What follows belongs to an exercise in optimizing a design on an open flow for small area and a short achievable clock period; a production flow would make more cautious choices. Only simulation tests tie the RTL to the original design; equivalence was not proved. Power and IR drop assume default switching activity.

File: flow/design.v
module gpu_span (
    input clk,
    input sample,
    input start,
    input [9:0] cy,
    input wrap,
    input [1:0] shape,
    input signed [11:0] x0,
    input signed [11:0] y0,
    input signed [11:0] x1,
    input signed [11:0] y1,
    input signed [11:0] x2,
    input signed [11:0] y2,
    input signed [11:0] ccx,
    input signed [11:0] ccy,
    input [11:0] radius,
    output reg [9:0] lo,
    output reg [9:0] hi
);
    reg [1:0] shp;
    reg [11:0] px0, py0, px1, py1, px2, py2;
    reg [1:0] edg;           
    reg [4:0] stp;           
    reg [24:0] P;            
    reg [13:0] B;            
    reg [12:0] A;            
    reg sb, sa, sd;          
    wire act  = (edg != 2'd3);
    wire e0   = (edg == 2'd0);
    wire s_rect = (shp == 2'd0);
    wire s_tri  = (shp == 2'd1);
    wire s_cir  = (shp == 2'd2);
    wire s_none = (shp == 2'd3);
    wire t_    = act & s_tri;
    wire c_    = act & s_cir & e0;
    wire r_    = act & s_rect & e0;
    wire k0 = (stp == 5'd0), k1 = (stp == 5'd1), k2 = (stp == 5'd2), k3 = (stp == 5'd3);
    wire k4 = (stp == 5'd4), k15 = (stp == 5'd15), k28 = (stp == 5'd28);
    wire k29 = (stp == 5'd29), k30 = (stp == 5'd30);
    wire cmul = (stp >= 5'd4) && (stp <= 5'd15);     
    wire csq  = (stp >= 5'd16) && (stp <= 5'd27);    
    wire tmul = (stp >= 5'd5) && (stp <= 5'd16);     
    wire tdiv = (stp >= 5'd17) && (stp <= 5'd29);    
    wire n_ld    = (t_ & k0) | (c_ & k0);            
    wire n_t_lb  = t_ & k1;                          
    wire n_t_la  = t_ & k2;                          
    wire n_neg   = (t_ & k3) | (c_ & k1);            
    wire n_lh    = t_ & k4;                          
    wire n_rchk  = r_ & k0;                          
    wire n_rchk2 = r_ & k3;                          
    wire n_clbr  = c_ & k2;                          
    wire n_clpr  = c_ & k3;                          
    wire n_mul   = (t_ & tmul) | (c_ & cmul);
    wire n_div   = t_ & tdiv;
    wire n_sq    = c_ & csq;
    wire n_tfin  = t_ & k30;
    wire n_cfl   = c_ & k28;
    wire n_cfu   = c_ & k29;
    wire n_rfl   = r_ & k1;
    wire n_rfu   = r_ & k2;
    wire n_rrot  = r_ & (k2 | k4 | (stp == 5'd5));
    wire n_none  = act & s_none & e0 & k0;
    wire n_rowsel = n_ld | n_rchk | n_rchk2;
    wire ru = sd ^ sb;                               
    wire n_first = ((stp == 5'd16) & s_cir) | ((stp == 5'd17) & s_tri);
    reg xs_x1s, xs_x1z, xs_y1, xs_y0, xs_ph, xs_x0, xs_m1;
    reg ys_x0, ys_y0, ys_p, ys_a, ys_cy;
    reg mul, t_div, c_sq, first;
    reg inv_s, cin_s;
    always @(posedge clk) begin
        xs_x1s <= ~start & (n_t_lb | n_rfu);
        xs_x1z <= ~start & (n_clbr | n_clpr);
        xs_y1  <= ~start & n_t_la;
        xs_y0  <= ~start & n_rowsel;
        xs_ph  <= ~start & (n_mul | n_div);
        xs_x0  <= ~start & (n_tfin | n_cfl | n_cfu | n_rfl);
        xs_m1  <= ~start & n_lh & ru & ~sa & (A != 13'd0);
        ys_x0  <= ~start & n_t_lb;
        ys_y0  <= ~start & n_t_la;
        ys_p   <= ~start & (n_neg | n_clbr | n_clpr | n_tfin);
        ys_a   <= ~start & (n_div | n_cfl | n_cfu | (n_lh & ru));
        ys_cy  <= ~start & n_rowsel & ~wrap;
        mul    <= ~start & n_mul;
        t_div  <= ~start & n_div;
        c_sq   <= ~start & n_sq;
        first  <= n_first;
        inv_s  <= ~start & ((n_div & ~n_first & (~Dn ^ sa)) | (n_sq & ~n_first & ~Dn) |
                            (n_div & n_first & ~sa) | (n_sq & n_first) |
                            n_t_lb | n_t_la | n_rowsel | n_clpr | n_neg |
                            n_cfl | n_rfu | (n_mul & sb) | (n_lh & ru & sa) |
                            (n_tfin & (sd ^ sa)));
        cin_s  <= ~start & ((n_div & ~n_first & (~Dn ^ sa)) | (n_sq & ~n_first & ~Dn) |
                            (n_div & n_first & ~sa) | (n_sq & n_first) |
                            n_t_lb | n_t_la | (n_rowsel & wrap) | n_clpr | n_neg |
                            n_cfl | (n_mul & sb) | (n_tfin & (sd ^ sa)));
    end
    reg [1:0] edq;
    reg [4:0] stq;
    always @(posedge clk) begin
        edq <= start ? 2'd3 : edg;
        stq <= stp;
    end
    wire aq  = (edq != 2'd3);
    wire tq  = aq & s_tri;
    wire cq  = aq & s_cir & (edq == 2'd0);
    wire rq  = aq & s_rect & (edq == 2'd0);
    wire q0 = (stq == 5'd0), q1 = (stq == 5'd1), q2 = (stq == 5'd2), q3 = (stq == 5'd3);
    wire q4 = (stq == 5'd4), q5 = (stq == 5'd5), q15 = (stq == 5'd15), q28 = (stq == 5'd28);
    wire q29 = (stq == 5'd29), q30 = (stq == 5'd30);
    wire t_fin  = tq & q30;
    wire c_fl   = cq & q28;
    wire c_fu   = cq & q29;
    wire r_fl   = rq & q1;
    wire r_fu   = rq & q2;
    wire r_chk  = rq & q0;
    wire r_chk2 = rq & q3;
    wire c_lpr  = cq & q3;
    wire n_emp  = aq & s_none & (edq == 2'd0) & q0;
    wire neg    = (tq & q3) | (cq & q1);
    wire wB     = (tq & q1) | (cq & q2);
    wire wA     = tq & q2;
    wire wPl    = (tq & q0) | (cq & q0) | c_lpr | r_chk | r_chk2;
    wire wPh    = tq & q4;
    wire wSd    = (tq & q0) | (cq & q0);
    wire clrB   = cq & q15;
    wire clrA   = cq & q2;
    wire fin    = t_fin | c_fl | c_fu | r_fl | r_fu;
    wire rot    = t_fin | (rq & (q2 | q4 | q5));
    wire sat = P[12];                        
    wire tneg = sd ^ sa;                     
    wire dsign = ~first & ~P[0];             
    wire [14:0] X =
        ({15{xs_x1s}} & {{3{px1[11]}}, px1}) |
        ({15{xs_x1z}} & {3'd0, px1}) |
        ({15{xs_y1}}  & {{3{py1[11]}}, py1}) |
        ({15{xs_y0}}  & {{3{py0[11]}}, py0}) |
        ({15{xs_ph}}  & {{2{t_div & dsign}}, P[24:12]}) |
        ({15{c_sq}}   & {B[12:0], P[23:22]}) |
        ({15{xs_x0}}  & {{3{px0[11]}}, px0}) |
        {15{xs_m1}};
    wire [14:0] Y =
        ({15{ys_x0}}      & {{3{px0[11]}}, px0}) |
        ({15{ys_y0}}      & {{3{py0[11]}}, py0}) |
        ({15{ys_p}}       & {{2{P[12]}}, P[12:0]}) |
        ({15{mul & P[0]}} & {B[13], B}) |
        ({15{ys_a}}       & {{2{A[12]}}, A}) |
        ({15{c_sq}}       & {1'b0, A[11:0], ~inv_s, 1'b1}) |
        ({15{ys_cy}}      & {5'd0, cy});
    wire inv = inv_s;
    wire cin = cin_s;
    wire [14:0] D;
    gpu_add15 alu (.a(X), .b(inv ? ~Y : Y), .cin(cin), .s(D));
    wire Dn = D[14];
    wire Pz = (P[12:0] == 13'd0);
    reg ck1, ck2;    
    always @(posedge clk) begin
        ck1 <= r_chk;
        ck2 <= r_chk2;
    end
    wire az = (A == 13'd0);
    wire tri_special = az | sat;
    reg updU, updL;
    always @(posedge clk) begin
        updU <= (t_fin & ~sa & ~tri_special) | c_fu | r_fu;
        updL <= (t_fin & sa & ~tri_special) | c_fl | r_fl;
    end
    wire Vn = P[14];
    wire fits = ~P[14] & (P[13:10] == 4'd0);
    reg empR;    
    always @(posedge clk)
        empR <= n_emp | (ck1 & ~P[12] & ~Pz) | (ck2 & (P[12] | Pz)) | (c_lpr & Dn);
    wire force_emp =
        empR |
        (t_fin & az & sd) |
        (t_fin & ~az & sat & (sa ? ~tneg : tneg)) |
        (updU & Vn) |
        (updL & ~Vn & ~fits);
    wire upd_hi = updU & fits & (P[9:0] < hi);
    wire upd_lo = updL & fits & (P[9:0] > lo);
    always @(posedge clk) begin
        if (sample) begin
            shp <= shape;
            px0 <= (shape == 2'd2) ? ccx : x0;
            py0 <= (shape == 2'd2) ? ccy : y0;
            px1 <= (shape == 2'd2) ? radius : x1;
            py1 <= y1;
            px2 <= x2;
            py2 <= y2;
        end else if (rot) begin
            px0 <= px1; py0 <= py1;
            px1 <= px2; py1 <= py2;
            px2 <= px0; py2 <= py0;
        end
        if (start) begin
            edg <= 2'd0;
            stp <= 5'd0;
        end else if (act) begin
            if (stp == 5'd30) begin
                stp <= 5'd0;
                edg <= edg + 2'd1;
            end else
                stp <= stp + 5'd1;
        end
        if (wB) begin B <= D[13:0]; sb <= Dn; end
        if (clrB) B <= 14'd0;
        if (wA) begin A <= D[12:0]; sa <= Dn; end
        if (clrA) A <= 13'd0;
        if (wPl | (neg & P[12])) P <= {12'd0, D[12:0]};
        if (wPh) P[24:12] <= D[12:0];
        if (wSd) sd <= ~Dn;
        if (mul) P <= {D[13:0], P[11:1]};
        if (t_div) begin
            if (first) sd <= sd ^ sb && (P != 25'd0);
            P <= {D[11:0], P[11:0], ~Dn};
        end
        if (fin) P <= {10'd0, D};
        if (c_sq) begin
            P <= {P[22:0], 2'b00};
            B <= D[13:0];
            A <= {A[11:0], ~Dn};
        end
        if (start) begin
            lo <= 10'd0;
            hi <= 10'd1023;
        end else begin
            if (force_emp) lo <= 10'd1023;
            else if (upd_lo) lo <= P[9:0];
            if (upd_hi) hi <= P[9:0];
        end
    end
endmodule
module gpu_add15 (
    input [14:0] a,
    input [14:0] b,
    input cin,
    output [14:0] s
);
    reg [14:0] p, G, Pg;
    reg [15:0] c;
    integer i, k, j;
    always @(*) begin
        p = a ^ b;
        G = a & b;
        Pg = p;
        for (k = 0; k < 4; k = k + 1)
            for (i = 14; i >= 0; i = i - 1)
                if ((i >> k) & 1) begin
                    j = ((i >> k) << k) - 1;
                    G[i] = G[i] | (Pg[i] & G[j]);
                    Pg[i] = Pg[i] & Pg[j];
                end
        c[0] = cin;
        for (i = 1; i < 16; i = i + 1)
            c[i] = G[i - 1] | (Pg[i - 1] & cin);
    end
    assign s = p ^ c[14:0];
endmodule
module gpu (
    input clk,
    input rst,
    input [1:0] shape,
    input [23:0] color,
    input signed [11:0] x0,
    input signed [11:0] y0,
    input signed [11:0] x1,
    input signed [11:0] y1,
    input signed [11:0] x2,
    input signed [11:0] y2,
    input signed [11:0] cx,
    input signed [11:0] cy,
    input [11:0] radius,
    output reg [23:0] pixel,
    output reg [9:0] counterX,
    output reg [9:0] counterY,
    output reg terminated,
    output reg write_done
);
    reg [13:0] sc;
    wire sc_end = (sc == 14'd1470);
    wire [13:0] sc_step = {sc[12:0], sc[13] ^ sc[12] ^ sc[11] ^ sc[1]};
    always @(posedge clk) begin
        if (rst) begin
            sc <= 14'd1;
            write_done <= 1'b0;
            terminated <= 1'b0;
        end else begin
            sc <= sc_end ? 14'd2 : sc_step;
            if (sc_end) begin
                write_done <= 1'b1;
                if (write_done) terminated <= 1'b1;
            end
        end
    end
    wire x_last = (counterX == 10'd639);
    wire y_last = (counterY == 10'd479);
    wire [9:0] x_inc, y_inc;
    assign x_inc[0] = ~counterX[0];
    assign y_inc[0] = ~counterY[0];
    genvar gi;
    generate
        for (gi = 1; gi < 10; gi = gi + 1) begin : inc
            assign x_inc[gi] = counterX[gi] ^ (&counterX[gi - 1:0]);
            assign y_inc[gi] = counterY[gi] ^ (&counterY[gi - 1:0]);
        end
    endgenerate
    always @(posedge clk) begin
        if (rst) begin
            counterX <= 10'd0;
            counterY <= 10'd0;
        end else if (write_done) begin
            if (x_last) begin
                counterX <= 10'd0;
                counterY <= y_last ? 10'd0 : y_inc;
            end else
                counterX <= x_inc;
        end
    end
    wire start  = write_done ? (counterX == 10'd540) : (sc == 14'd13895);
    wire sample = start & (y_last | ~write_done);
    wire swap   = write_done ? x_last : sc_end;
    wire [9:0] lo, hi;
    gpu_span span (
        .clk(clk), .sample(sample), .start(start),
        .cy(counterY), .wrap(~write_done | y_last),
        .shape(shape), .x0(x0), .y0(y0), .x1(x1), .y1(y1), .x2(x2), .y2(y2),
        .ccx(cx), .ccy(cy), .radius(radius), .lo(lo), .hi(hi)
    );
    reg [9:0] Lc, Hc;
    always @(posedge clk)
        if (swap) begin
            Lc <= lo;
            Hc <= hi;
        end
    wire hit = (counterX >= Lc) & (counterX <= Hc);
    reg [23:0] colS, colA;
    always @(posedge clk) begin
        if (sample) colS <= color;
        if (write_done & (counterX == 10'd0) & (counterY == 10'd0)) colA <= colS;
    end
    reg h1;
    always @(posedge clk) begin
        if (rst) begin
            h1 <= 1'b0;
            pixel <= 24'd0;
        end else begin
            h1 <= write_done & hit;
            pixel <= h1 ? colA : 24'd0;
        end
    end
endmodule
File: flow/config.mk
export PLATFORM = sky130hd
export DESIGN_NAME = gpu
export DESIGN_NICKNAME = gpu
export VERILOG_FILES = /design/flow/design.v
export SDC_FILE = /design/flow/constraint.sdc
export NUM_CORES = 4
export LEC_CHECK = 0
export ABC_AREA = 1
export CAP_MARGIN = 20
export CORE_MARGIN = 2
export CORE_UTILIZATION = 65
export CTS_BUF_LIST = sky130_fd_sc_hd__clkbuf_8
export CTS_CLUSTER_DIAMETER = 60
export CTS_CLUSTER_SIZE = 14
export SLEW_MARGIN = 20
export TNS_END_PERCENT = 0
File: flow/flow/run.sh
#!/bin/bash
set -euo pipefail
export BUFFER_PORTS_ARGS="-buffer_cell sky130_fd_sc_hd__buf_1"
export SETUP_SLACK_MARGIN=8.3
bash standard.sh synth > synth.log 2>&1
bash standard.sh > layout.log 2>&1
File: flow/standard.sh
#!/bin/bash
# synth_recipe.tcl (not shown) runs the flow's synth.tcl, then flattens the netlist and writes it again
# the make line also repeats each setting of config.mk as NAME=value (left out here)
make -C /OpenROAD-flow-scripts/flow DESIGN_CONFIG=/design/flow/config.mk WORK_HOME=/design/flow/orfs CLKGATE_MAP_FILE= SYNTH_SCRIPT=/design/flow/synth_recipe.tcl "${@:-finish}"
File: flow/constraint.sdc
create_clock -name core_clock -period 11.0 [get_ports {clk}]
set_input_delay 2.2000 -clock core_clock [delete_from_list [all_inputs] [get_ports {clk}]]
set_output_delay 2.2000 -clock core_clock [all_outputs]
set_load 0.01 [all_outputs]
==> notes.md <==
clock skew 38.2 ps; GRT Resource Usage Total 0.352; global-route wire length before repair approximately 73000 um; Syn Std Cell Area 0.0163 mm^2; post-route DRC violation count 0; Post-synth EDFFs 194; CP endpoint kind output port; #FFs+latches synth 314; distinct cell type count after synthesis 58; htree depth 1; met3 WL about 4300 um; arrival time at the worst endpoint ~1100 ps; pre-CTS setup slack 7040 ps; Inserted Clock Buffers 31; Setup WS post-layout between 7000 and 8000 ps; final non-filler cell total between 2k and 2.5k; CTS tree built; antenna violations before repair 0; Hold WS 419 ps; Yosys top cell by area edfxtp_1; Skew-Pair Late Insertion Delay 630 ps; final setup fails 0; die height 162 um; worst slew pin tran between 1000 and 1500 ps; clk slew on worst S/H paths roughly 90 ps; Ys Warns 3; CP top delay family flip-flops; CP max stage cell dfxtp_4; P_leak 7.95 nW; core footprint about 0.024 mm^2; Initial Util 0.666; per-cell routed wire length 19.3 um; Syn Nets 2121; Die W 162 um; fin crit share 0.302; peak supply drop 114 uV; worst hold path type flip-flop to flip-flop; WL final about 47000 um; GRT Residual Overflow 0; CP startpoint kind flip-flop; Placed Cells 2355; top sig layer met5; fin. max-slew vios 0; initial DRC count 1914; Tot Pwr 2.03 mW; setup repair after global routing missed its margin true; Initial DRT Pass Iterations 6; top_reg_cell synth edfxtp_1; ant diodes 0; Post-Synthesis Cells 1912; Final Cell Area 0.0186 mm^2; sequential fraction of the synthesis area 0.505; WL met1 18200 um; fillers 1797; met2 routed WL 22800 um; asr flop ratio synth 0; Die Footprint ~0.026 mm^2; synth top area cells edfxtp_1 (36%), dfxtp_1 (15%), nand2_1 (10%), ha_1 (5.5%), inv_1 (5.2%); GP Congestion 0.999; post-synth top area share 0.357; max_slew headroom 0.300; Max-Cap Viols 0; CTS sink count 314; final hold violations 0; largest net degree at the start of global routing 88; CP max FO 5; status timing/DRC/antenna clean; TNS Setup 0 ps; I/O Buffers 181; Critical Path, Cell by Cell buf_2; Max Freq 0.301 GHz; Root Buffer clkbuf_8; Syn Area/Cell between 8 and 9 um^2; Clock Path Buffers 3; PD cells 110 mW/mm^2; crit path kind flip-flop to output port; Routed Antenna Nets 0; Util after Layout 0.759; Layout Nets 2314; Required @ worst endpoint approximately 8800 ps; share of layout cells above drive strength 1 0.120; min Tclk post-route 3320 ps; Vias/cell 6.05; CP max stage delay approximately 400 ps; vias in the first global route ~14k; IO Count about 180; HPWL after DPL 34000 um; Syn-to-layout area delta 13.9%; CP Buf/Inv Count 1; Site Rows 57; routed vias 14.8k; Area after DPL 0.0172 mm^2
## routing by layer
layer | GRT usage | vias up
li1 | - | 6869
met1 | 0.456 | 6934
met2 | 0.596 | 861
met3 | 0.0522 | 165
met4 | 0.149 | 2
met5 | 0 | -
## path summary, 6_finish.rpt
| path | slack, ps | from | to | depth (start not counted) |
|---|---|---|---|---|
| worst min register to register | 420 | colS[14] | colA[14] | 0 |
| worst max register to register | 7690 | span.xs_ph | span.P[22] | 16 |
| worst max-delay path | 7680 | counterY[7] | counterY[7] | 1 |
| worst min-delay path | 420 | colS[14] | colA[14] | 0 |
## cells in the mapped netlist (3+ instances only)
cell / number
a22oi_1: 10
buf_2: 21
o2111ai_1: 4
or2_2: 3
nor2_1: 206
a21oi_1: 90
a211oi_1: 4
xor2_1: 19
nand3_1: 99
nand2_1: 444
inv_2: 13
inv_1: 226
nor2_2: 7
dfxtp_1: 120
o21ai_2: 5
o211ai_1: 15
o21ai_1: 14
a21o_1: 3
a31oi_1: 46
nand4_1: 32
o22ai_1: 5
nand2_2: 7
o21ai_0: 81
nand2_4: 3
ha_1: 72
a21oi_2: 12
o21a_1: 3
a221oi_1: 20
a22o_1: 6
buf_4: 4
clkbuf_1: 43
edfxtp_1: 194
o221ai_1: 4
nor3_1: 23
and3_1: 5
nor4_1: 15
xnor2_1: 3
## power breakdown
group	internal, mW	switching, mW
sequential	1.23	0.000469
clock	0.335	0.430
combinational	0.0154	0.0228
total	1.58	0.453
## layout make-up
cell class | instances | area, um^2 | share of cell area
Sequential cell | 314 | 8320 | 0.448
Multi-Input combinational cell | 1285 | 7130 | 0.384
Timing Repair Buffer | 231 | 1130 | 0.0609
Inverter | 242 | 933 | 0.0503
Clock buffer | 33 | 454 | 0.0245
Tap cell | 324 | 405 | 0.0218
Clock inverter | 24 | 194 | 0.0104
## worst register-to-register path: cells and delay by family (launching register included)
family	cells	cell delay (ps)
flip-flops	1	430
buffers and inverters	1	270
adder cells (fa/ha/maj)	1	410
AND/OR/NAND/NOR	10	1120
AO/OA/AOI/OAI	4	800
## flip-flops by register name (all words and copies together) (netlist names), 13 cells and up
| register | flops |
|---|---|
| span.P | 25 |
| span.B | 14 |
| sc | 14 |
| colA | 24 |
| span.A | 13 |
| colS | 24 |
| pixel | 24 |
## logic make-up (layout without fill, tap and decap cells)
group                    count (synthesis)  after routing  share of synthesized area
XOR/XNOR                                22             22                     0.0118
flip-flops                             314            314                      0.505
buffers and inverters                  313            530                     0.0758
adder cells (fa/ha/maj)                 73             73                     0.0565
AND/OR/NAND/NOR                        854            854                      0.222
AO/OA/AOI/OAI                          336            336                      0.129
## timing repair
item / in CTS / in global routing
hold buffers: 0 / 0
buffers inserted: 27 / 14
pin swaps: 4 / 16
setup endpoints to repair: 335 / 365
gates resized for setup: 83 / 61
cloned: 0 / 0
## cells in the final DEF, fill, tap and decap left out, types with 6 or more instances in the layout
master,netlist,routed
a21oi_1,90,85
a21oi_2,12,15
a221oi_1,20,14
a22oi_1,10,10
a31oi_1,46,46
buf_1,2,159
buf_2,21,20
buf_4,4,46
clkbuf_8,0,33
dfxtp_1,120,93
dfxtp_4,0,22
edfxtp_1,194,194
ha_1,72,70
inv_1,226,236
inv_2,13,11
nand2_1,444,422
nand2_2,7,21
nand2_4,3,9
nand3_1,99,98
nand4_1,32,32
nor2_1,206,202
nor2_2,7,10
nor3_1,23,22
nor4_1,15,14
o211ai_1,15,15
o21ai_0,81,76
o21ai_1,14,18
o21ai_2,5,6
xor2_1,19,18

[afterwards: timing with drivers on the ports]
The results above use ideal ports. As a check the final layout listed here was re-extracted and re-timed, cells and wires unchanged. Step 1 assumes that a clkbuf_16 drives the clock port and a buf_2 every other input. Step 2, shift: input delay + t, output delay - t, t = (earliest + latest rising clock arrival at the registers) / 2. This alone moves slack from input paths to output paths. Slacks: ideal ports / drivers / drivers and shift; pairs: ideal ports / drivers.
shift t [ns]: 0.657
setup slack, ns: 7.676 / 7.627 / 7.289
latest minus earliest clock arrival (ns): 0.040 / 0.039
After both steps this run still meets setup and hold. For this run, drivers alone change the setup slack by -0.049 ns; drivers and shift together by -0.387 ns.
